This is an optimization exercise on Yosys and OpenROAD, whose aim is small area, a short achievable clock period and few clock cycles, not a production implementation. Function was checked by simulation only, so behaviour that the tests miss may differ from the original. Power is estimated from default activity; no workload was simulated.

Design queenController, start of the top module:
module queenController(
    input [4:0] n,
    input [1:0] outSel,
    input reset,
    output [7:0] outNum,
    input sysClk,
    output [31:0] result,
    input [4:0] row_query,
    output [4:0] row_result
    );
	queens queenSolver(.clk(sysClk), .reset(reset), .n(n), .result(result), .row_query(row_query), .row_result(row_result));
	assign outNum = outSel[1] ? (outSel[0] ? result[31:24] : result[23:16]) : (outSel[0] ? result[15:8] : result[7:0]);
endmodule
Size in the first run: ~2000 cells after synthesis, ~510 flip-flops, ~59 I/O pins, roughly 24000 sq um of cells after synthesis.
export LEC_CHECK = 0
export CAP_MARGIN = 20
export CORE_MARGIN = 2
export CORE_UTILIZATION = 40
export SETUP_SLACK_MARGIN = 5
export SLEW_MARGIN = 20
create_clock -name core_clock -period 12.0 [get_ports {sysClk}]
run.sh (not shown) runs the stock make flow with config.mk's settings and CLKGATE_MAP_FILE= SYNTH_SCRIPT=/design/flow/synth_recipe.tcl, a recipe that flattens the netlist after the stock synthesis.
Testbench counts at the start, summed over its fixed seeds: cycles 3,905,824.
==> next run, changes <==
Settings changed: CTS_CLUSTER_DIAMETER set to 80, CTS_CLUSTER_SIZE set to 35.
What happened: The new run completed without violations; wire length shrinks by 0.59%; power shrinks by 5.1%; combinational power barely changes; fmax grows by 0.85%; non-clock buffer count stays the same; worst setup slack improved by 59 ps; sequential share of layout area grows by 1.1 points; count of clock-buffer cells in the layout shrinks by 39; die area stays the same; via count shrinks by 0.96%.

queenController, a different RTL version from the one above (not shown whole).
Size: ~1900 cells after synthesis.
Settings: LEC_CHECK=0, CAP_MARGIN=20, CORE_MARGIN=2, CORE_UTILIZATION=65, CTS_CLUSTER_DIAMETER=70, CTS_CLUSTER_SIZE=30, SLEW_MARGIN=20, SYNTH_HIERARCHICAL=1; clock period 12.0 ns.
standard.sh (not shown) runs the stock make flow with config.mk's settings and CLKGATE_MAP_FILE= SYNTH_SCRIPT=/design/flow/synth_recipe.tcl, a recipe that flattens the netlist after the stock synthesis.
==> flow/flow/run.sh <==
#!/bin/bash
# Layout flow: the standard layout (standard.sh, all ORFS steps from the
# standard synthesis to the final DEF) with two settings changed:
#  - every port still gets its buffer, but placement inserts buf_1 there
#    (repair upsizes it where timing needs it).
# The clock, the constraints and every step are the standard flow's.
set -euo pipefail
cd "$(dirname "${BASH_SOURCE[0]}")/.."
bash standard.sh SETUP_SLACK_MARGIN=6 "BUFFER_PORTS_ARGS=-buffer_cell sky130_fd_sc_hd__buf_1" finish > standard_flow.log 2>&1
Testbench counts at the start, summed over its fixed seeds: cycles 3,905,824.
Edit:
==> flow/flow/run.sh (replaced) <==
#!/bin/bash
set -euo pipefail
cd "$(dirname "${BASH_SOURCE[0]}")/.."
bash standard.sh SETUP_SLACK_MARGIN=6 finish > standard_flow.log 2>&1
CORE_UTILIZATION = 40   (was 65)
Result: Hold slack improves by 0.031 ns. Via count barely changes. Setup slack improved by 0.018 ns. Clock skew went down by 0.010 ns. Cell count increases by 13%. First-iteration DRC count goes up by 15%. Synthesized cell count does not change.
Edit:
==> flow/flow/run.sh (replaced) <==
#!/bin/bash
# Layout flow: the standard layout (standard.sh, all ORFS steps from the
# standard synthesis to the final DEF) with two settings changed:
#  - every port still gets its buffer, but placement inserts buf_1 there
#    (repair upsizes it where timing needs it).
# The clock, the constraints and every step are the standard flow's.
set -euo pipefail
cd "$(dirname "${BASH_SOURCE[0]}")/.."
bash standard.sh SETUP_SLACK_MARGIN=6 "BUFFER_PORTS_ARGS=-buffer_cell sky130_fd_sc_hd__buf_1" finish > standard_flow.log 2>&1
Non-clock buffer count rises by 4.
Combinational power barely changes.
Clock skew rises by 0.011 ns.
Fmax rises by 0.39%.
Global-route usage shrinks by 0.72 points.
Register-to-register slack improved by 0.02 ns.
Power is lower by 0.42%.
Routed wire length is lower by 1.3%.
Critical path depth climbs by 2.
Edit:
==> flow/flow/run.sh (replaced) <==
#!/bin/bash
set -euo pipefail
cd "$(dirname "${BASH_SOURCE[0]}")/.."
bash standard.sh SETUP_SLACK_MARGIN=6 finish > standard_flow.log 2>&1
CORE_UTILIZATION = 65   (was 40)
Critical path depth drops by 1.
Hold slack gets worse by 0.012 ns.
Final area is lower slightly.
Setup slack gets worse by 0.16 ns.
Cell count decreases by roughly a tenth.
Synthesized area does not change.
Die area came out lower by well over a third.
Wire length came out lower by a little under a tenth.
Register-to-register slack improves by 0.41 ns.
Via count falls slightly.

Setup of the reference run:
queenController, a different RTL version from the one above (not shown whole).
For scale: about 1900 cells after synthesis, ~59 I/O pins.
export LEC_CHECK = 0
export CAP_MARGIN = 20
export CORE_MARGIN = 2
export CORE_UTILIZATION = 40
export CTS_CLUSTER_DIAMETER = 70
export CTS_CLUSTER_SIZE = 30
export SETUP_SLACK_MARGIN = 5
export SLEW_MARGIN = 20
export SYNTH_HIERARCHICAL = 1
create_clock -name core_clock -period 12.0 [get_ports {sysClk}]
run.sh (not shown) runs the stock make flow with config.mk's settings and CLKGATE_MAP_FILE= SYNTH_SCRIPT=/design/flow/synth_recipe.tcl, a recipe that flattens the netlist after the stock synthesis.
Stock flow here: none of the scripts above is used.
Testbench counts of the reference run, summed over its fixed seeds: cycles 3,905,824.
Input changes introduced in the trial run (baseline for comparison: the reference run):
- SETUP_SLACK_MARGIN no longer set, was 5
==> flow/flow/run.sh (new file) <==
#!/bin/bash
set -euo pipefail
cd "$(dirname "${BASH_SOURCE[0]}")/.."
bash standard.sh SETUP_SLACK_MARGIN=6 finish > standard_flow.log 2>&1
==> flow/standard.sh (new file) <==
#!/bin/bash
# synth_recipe.tcl (not shown) runs the flow's synth.tcl, then flattens the netlist and writes it again
# the make line also repeats each setting of config.mk as NAME=value (left out here)
make -C /OpenROAD-flow-scripts/flow DESIGN_CONFIG=/design/flow/config.mk WORK_HOME=/design/flow/orfs CLKGATE_MAP_FILE= SYNTH_SCRIPT=/design/flow/synth_recipe.tcl "${@:-finish}"
removed: flow/run.sh
[summary]
The setup slack of the trial run is larger than that of the reference run.
| fraction of area in clock buffers and inverters | the reference run vs the trial run | ≈ equal |
In the trial run, relative area of non-clock buffer cells in the final design is higher than in the reference run.
First-iteration detailed-routing DRC count delta (the trial run − the reference run): unfavourable

separate check: timing with driven ports:
How much do the figures lean on ideal ports? The routed layouts below were timed once more, with nothing changed but the port constraints. Step 1, drivers: a clkbuf_16 drives sysClk and a buf_2 each remaining input, both assumed. Step 2 adds t to the input delays and takes it off the output delays; t is the mean of the earliest and latest rising clock arrival at the registers after step 1. Input paths then give back, and output paths get back, about the clock's delay inside the block. a / b / c = ideal / step 1 / step 2; a / b = the first two.
| run | shift t [ns] | slack for setup (ns) | worst slew at a driven data input, ns |
|---|---|---|---|
| the first run of note 1 | 0.675 | 4.966 / 4.946 / 4.946 | 0.04 |
| the second run of note 1 | 0.647 | 5.025 / 5.000 / 5.000 | 0.04 |
| the first run of note 2 | 0.653 | 5.299 / 5.230 / 5.230 | 0.08 |
| the second run of note 2 | 0.683 | 5.317 / 5.176 / 5.176 | 0.17 |
| the third run of note 2 | 0.679 | 5.342 / 5.212 / 5.212 | 0.17 |
| the fourth run of note 2 | 0.645 | 5.186 / 5.104 / 5.104 | 0.11 |
| the reference run | 0.615 | 5.024 / 4.998 / 4.998 | 0.06 |
| the trial run | 0.641 | 5.417 / 5.255 / 5.255 | 0.16 |
After both steps setup and hold are still met in every run listed. The setup slack of the trial run, which loses most, moves by -0.162 ns with the drivers and by -0.162 ns with both steps.
